Context: an optimization exercise on an open-source flow, tuned for small area. The choices shown serve that exercise and are no tape-out recipe.
Function was checked by simulation only, so behaviour that the tests miss may differ from the original.
Power and IR drop assume default switching activity.

[run.sh]
#!/bin/bash
# synth_recipe.tcl (not shown) runs the flow's synth.tcl, then flattens the netlist and writes it again
# the make line also repeats each setting of config.mk as NAME=value (left out here)
make -C /OpenROAD-flow-scripts/flow DESIGN_CONFIG=/design/flow/config.mk WORK_HOME=/design/flow/orfs CLKGATE_MAP_FILE= SYNTH_SCRIPT=/design/flow/synth_recipe.tcl finish
[config.mk]
export PLATFORM = sky130hd
export DESIGN_NAME = alu
export DESIGN_NICKNAME = alu
export VERILOG_FILES = /design/flow/design.v
export SDC_FILE = /design/flow/constraint.sdc
export NUM_CORES = 4
export LEC_CHECK = 0
export CAP_MARGIN = 20
export CORE_MARGIN = 2
export CORE_UTILIZATION = 40
export SLEW_MARGIN = 20
[constraint.sdc]
create_clock -name core_clock -period 6.5 [get_ports {clk}]
set_input_delay 1.3000 -clock core_clock [delete_from_list [all_inputs] [get_ports {clk}]]
set_output_delay 1.3000 -clock core_clock [all_outputs]
set_load 0.01 [all_outputs]
[design.v]
module alu (
    input clk,
    input [31:0] a,
    input [31:0] b,
    input [4:0] op,
    output reg [31:0] out,
    output reg zflag,       
    output reg nflag,       
    output reg cflag,        
    output reg vflag,        
    output wire sflag,        
    output reg hflag        
);
    assign sflag = nflag ^ vflag;
    always @(posedge clk) begin
        case (op)
            5'h01: begin
                out = a;
            end
            5'h03: begin
                out = a + b;
                cflag = (out < a);
                vflag = (out[31] && a[31]==0 && b[31]==0)||(~out[31] && a[31] && b[31]);    
                hflag = ((a[15:0] + b[15:0]) < a[15:0]);     
                zflag = (out == 0);
                nflag = (out[31]);
            end
            5'h04: begin
                out = a - b;
                cflag = (out > a);
                hflag = ((a[15:0] + b[15:0]) > a[15:0]);     
                zflag = (out == 0);
                nflag = (out[31]);
                vflag = (out[31] && a[31]==0 && b[31]==0)||(~out[31] && a[31] && b[31]);    
            end
            5'h05: begin 
                out = a & b;
                cflag = 0;
                hflag = 0;
                zflag = (out == 0);
                nflag = (out[31]);
                vflag = 0;    
            end
            5'h06: begin
                out = a | b;
                cflag = 0;
                hflag = 0;
                zflag = (out == 0);
                nflag = (out[31]);
                vflag = 0;    
            end
            5'h07: begin
                out = a ^ b;
                cflag = 0;
                hflag = 0;
                zflag = (out == 0);
                nflag = (out[31]);
                vflag = (out[31] && a[31]==0 && b[31]==0)||(~out[31] && a[31] && b[31]);;    
            end
            5'h08: begin 
                out = ~a;
                cflag = 0;
                hflag = 0;
                zflag = (out == 0);
                nflag = (out[31]);
                vflag = 0;    
            end
            5'h09: begin
                out = a << (b-1);
                cflag = out[31];
                hflag = out[15];     
                out = out << 1;
                zflag = (out == 0);
                nflag = (out[31]);
                vflag = (out[31] && a[31]==0 && b[31]==0)||(~out[31] && a[31] && b[31]);;    
            end
            5'h0A: begin
                out = a >> (b-1);
                cflag = out[0];
                hflag = out[16];     
                out = out >> 1;
                zflag = (out == 0);
                nflag = (out[31]);
                vflag = (out[31] && a[31]==0 && b[31]==0)||(~out[31] && a[31] && b[31]);;    
            end
        endcase
    end
endmodule
==> summary.md <==
| Metric | Value |
|---|---|
| Count of different cell masters after synthesis | `85` |
| Post-CTS Setup Bufs | `0` |
| H-tree depth | `2` |
| GRT Total Usage | `41.91%` |
| Critical setup path kind | `input port to flip-flop` |
| Final cell count without fillers | `2341` |
| IR drop worst, VDD | `0.0001310 V` |
| Die height | `184.5 µm` |
| Max_cap viols | `0` |
| Layout cell share with drive strength beyond 1 | `13.97%` |
| Setup TNS | `0 ns` |
| Largest net degree at the start of global routing | `79` |
| Core Region | `between 30000 and 40000 µm²` |
| Num Clock Sinks | `37` |
| CTS tree | `done` |
| Post-DP HPWL | `between 50000 and 60000 µm` |
| Pre-CTS setup slack | `0.07245 ns` |
| Worst hold path depth | `3` |
| Drt wl/cell | `just over 30 µm` |
| Worst slew margin | `31.90%` |
| Min-delay src | `a[3]` |
| Fin area | `about 16000 µm²` |
| YS warnings | `1` |
| Clk root buf | `clkbuf_16` |
| Clock transition at the registers of the reported paths | `0.08 ns` |
| Rows | `66` |
| Total power divided by cell area | `between 150 and 200 nW/µm²` |
| Most common cell after layout, fill and taps aside | `ha_1` |
| Vias per cell | `6.904` |
| Worst-margin pin slew | `roughly 1.0 ns` |
| Worst Hold Margin | `~1.8 ns` |
| Critical Path End Type | `flip-flop` |
| Routability Congestion | `1.065` |
| Final wirelength | `72370 µm` |
| Leakage | `~6.4 nW` |
| Minimum clock period | `around 6 ns` |
| Die Area | `between 30000 and 40000 µm²` |
| Num CTS Buffers | `5` |
| Final setup vio count | `0` |
| Area delta synth->final | `19.39%` |
| Inst Count DP | `approximately 2300` |
| Synth Cell Area | `13040 µm²` |
| Worst path arrival time | `6.21 ns` |
| DIE WIDTH | `184.5 µm` |
| Worst Hold Path EP | `out[3]` |
| Final Hold Viols | `0` |
| Hold Path Class | `input port to flip-flop` |
| Final ANT Viol Nets | `0` |
| Slack of the critical path | `between 0.3 and 0.4 ns` |
| CTS max path bufs | `2` |
| Max Slew Vio Count | `0` |
| Final Util | `48.21%` |
| Synth Area per Inst | `around 7.4 µm²` |
| Starting Density | `40.38%` |
| Most frequent cells in the layout | `ha_1, buf_4, nor2_1` |
| Router iterations before antenna repair | `8` |
| RSZ-0062 raised after global routing | `no` |
| DR iter-0 viols | `2427` |
| Vias in the first global route | `15220` |
| Outcome | `complete, no violations` |
| Grt ovf | `0` |
| Main synth FF type | `edfxtp_1` |
| Fillcell total | `3270` |
| Flop and latch count out of synthesis | `37` |
| Final worst path period share | `~95%` |
| Syn_nets | `1998` |
| Nets@finish | `around 2100` |
| Mapped Cells | `around 1800` |
| Placed Area | `15410 µm²` |
| Hold Buf Count CTS | `0` |
| Via count | `16160` |
| Worst-path maximum fanout | `3` |
| Detailed-route DRC error count | `0` |
| Startpoint types | `input port` |
| Antenna violations before repair | `6` |
| Global-route wire length before repair | `105100 µm` |
| Total power | `between 2 and 2.5 mW` |
| IO buf count | `107` |
| Post-synth EDFFs | `37` |
| Post-synth ARST share | `0%` |
| Worst endpoint required time | `6.55 ns` |
| Seq/Total Area, Yosys | `8.521%` |
| I/O pin total | `about 110` |
| Fmax | `162.2 MHz` |
[logic make-up (layout without fill, tap and decap cells)]
group / after synthesis / count (layout) / share of synthesized area [%]
xor gates and xnor gates: 61 / 61 / 4.097
buffers and inverters: 262 / 395 / 7.734
muxes: 128 / 128 / 13.85
adders and majority gates: 164 / 164 / 15.85
AOI/OAI and AO/OA: 550 / 550 / 28.28
and+or+nand+nor: 562 / 562 / 21.67
other: 0 / 2 / 0
DFF: 37 / 37 / 8.521
[layout make-up]
type	instances	area, µm²	area share, %
antenna	2	5.005	0.03215
clock buffer	5	125.1	0.8037
clock inverter	3	21.27	0.1366
inverter	118	442.9	2.845
multi-input combinational	1465	10970	70.50
sequential	37	1111	7.137
tap	442	553.0	3.552
timing repair buffer	269	2335	15.00
[Yosys cell counts, drive strengths merged, types with 35 or more instances]
cell type,n,share of area [%]
o21ai,92,3.5
a21oi,144,5.5
mux2i,60,4.6
clkbuf,110,3.2
nand4,47,2.3
inv,116,3.3
nor3,57,2.2
nor4,35,1.9
mux4,39,6.7
nor2,156,4.5
ha,162,16
nand2,117,3.4
nand3,37,1.4
xnor2,50,3.4
a21o,37,2.1
edfxtp,37,8.5
[timing repair]
| item | in CTS | in global routing |
|---|---|---|
| setup endpoints to repair | 0 | 1 |
| endpoints found under the hold margin | 0 | 0 |
| resized for setup | 0 | 1 |
[worst max-delay path: stages]
cell and delay [ns]:
clkdlybuf4s50_1 0.53, inv_1 0.11, ha_1 0.33, or2_2 0.31, a2111oi_0 0.47, buf_4 0.20, o22a_1 0.22, nand3_1 0.23
nand3_1 0.20, a311oi_1 0.14, buf_4 0.17, o211ai_1 0.15, o41ai_1 0.10, a211oi_1 0.47, ha_1 0.35, nor2b_1 0.13
o21ai_0 0.14, nand2b_1 0.07, a21oi_1 0.16, o21ai_0 0.10, o21ai_0 0.19, o211ai_1 0.14
[power by group]
| part | total [mW] | switching (mW) | internal, mW |
|---|---|---|---|
| logic | 1.76 | 1.09 | 0.671 |
| registers | 0.308 | 0.00964 | 0.298 |
| clock network | 0.274 | 0.131 | 0.144 |
| total | 2.34 | 1.23 | 1.11 |
[sequential cells by signal, indices dropped and copies added (netlist names)]
register	cells
vflag	1
zflag	1
nflag	1
hflag	1
cflag	1
out	32
[layer usage]
layer,vias up,track usage (%),part of all wire (%)
li1,6956,-,-
met1,7836,56.30,40
met2,1148,65.80,44
met3,216,7.034,11
met4,6,18.46,5.1
met5,-,0,0.062
[worst max path at each step]
| stage | start | end | slack (ns) | depth (start not counted) |
|---|---|---|---|---|
| after floorplan | b[0] | zflag | 0.85 | 18 |
| after global placement | a[1] | cflag | 0.17 | 22 |
| after detailed placement | a[7] | cflag | 0.07 | 23 |
| after CTS | a[7] | cflag | 0.38 | 23 |
| after global routing | a[1] | cflag | 0.06 | 22 |
| final | a[1] | cflag | 0.34 | 22 |

==> what the ideal ports hide <==
No port has a modelled driver above. Below, the same layout with a new extraction and two added sets of constraints. Step 1: set_driving_cell puts a clkbuf_16 on clk and a buf_2 on each other input, an assumption about the parent block. Step 2 also shifts input and output timing later by t, the mid clock arrival at the registers, as if the neighbouring blocks saw the same clock. Slacks: ideal ports / drivers / drivers and shift; pairs: ideal ports / drivers.
t (ns): 0.351
setup WS [ns]: 0.336 / 0.359 / 0.007
latest minus earliest clock arrival (ns): 0.013 / 0.013
After both steps this run still meets setup and hold. The setup slack of this run moves by +0.023 ns with the drivers and by -0.329 ns with both steps.
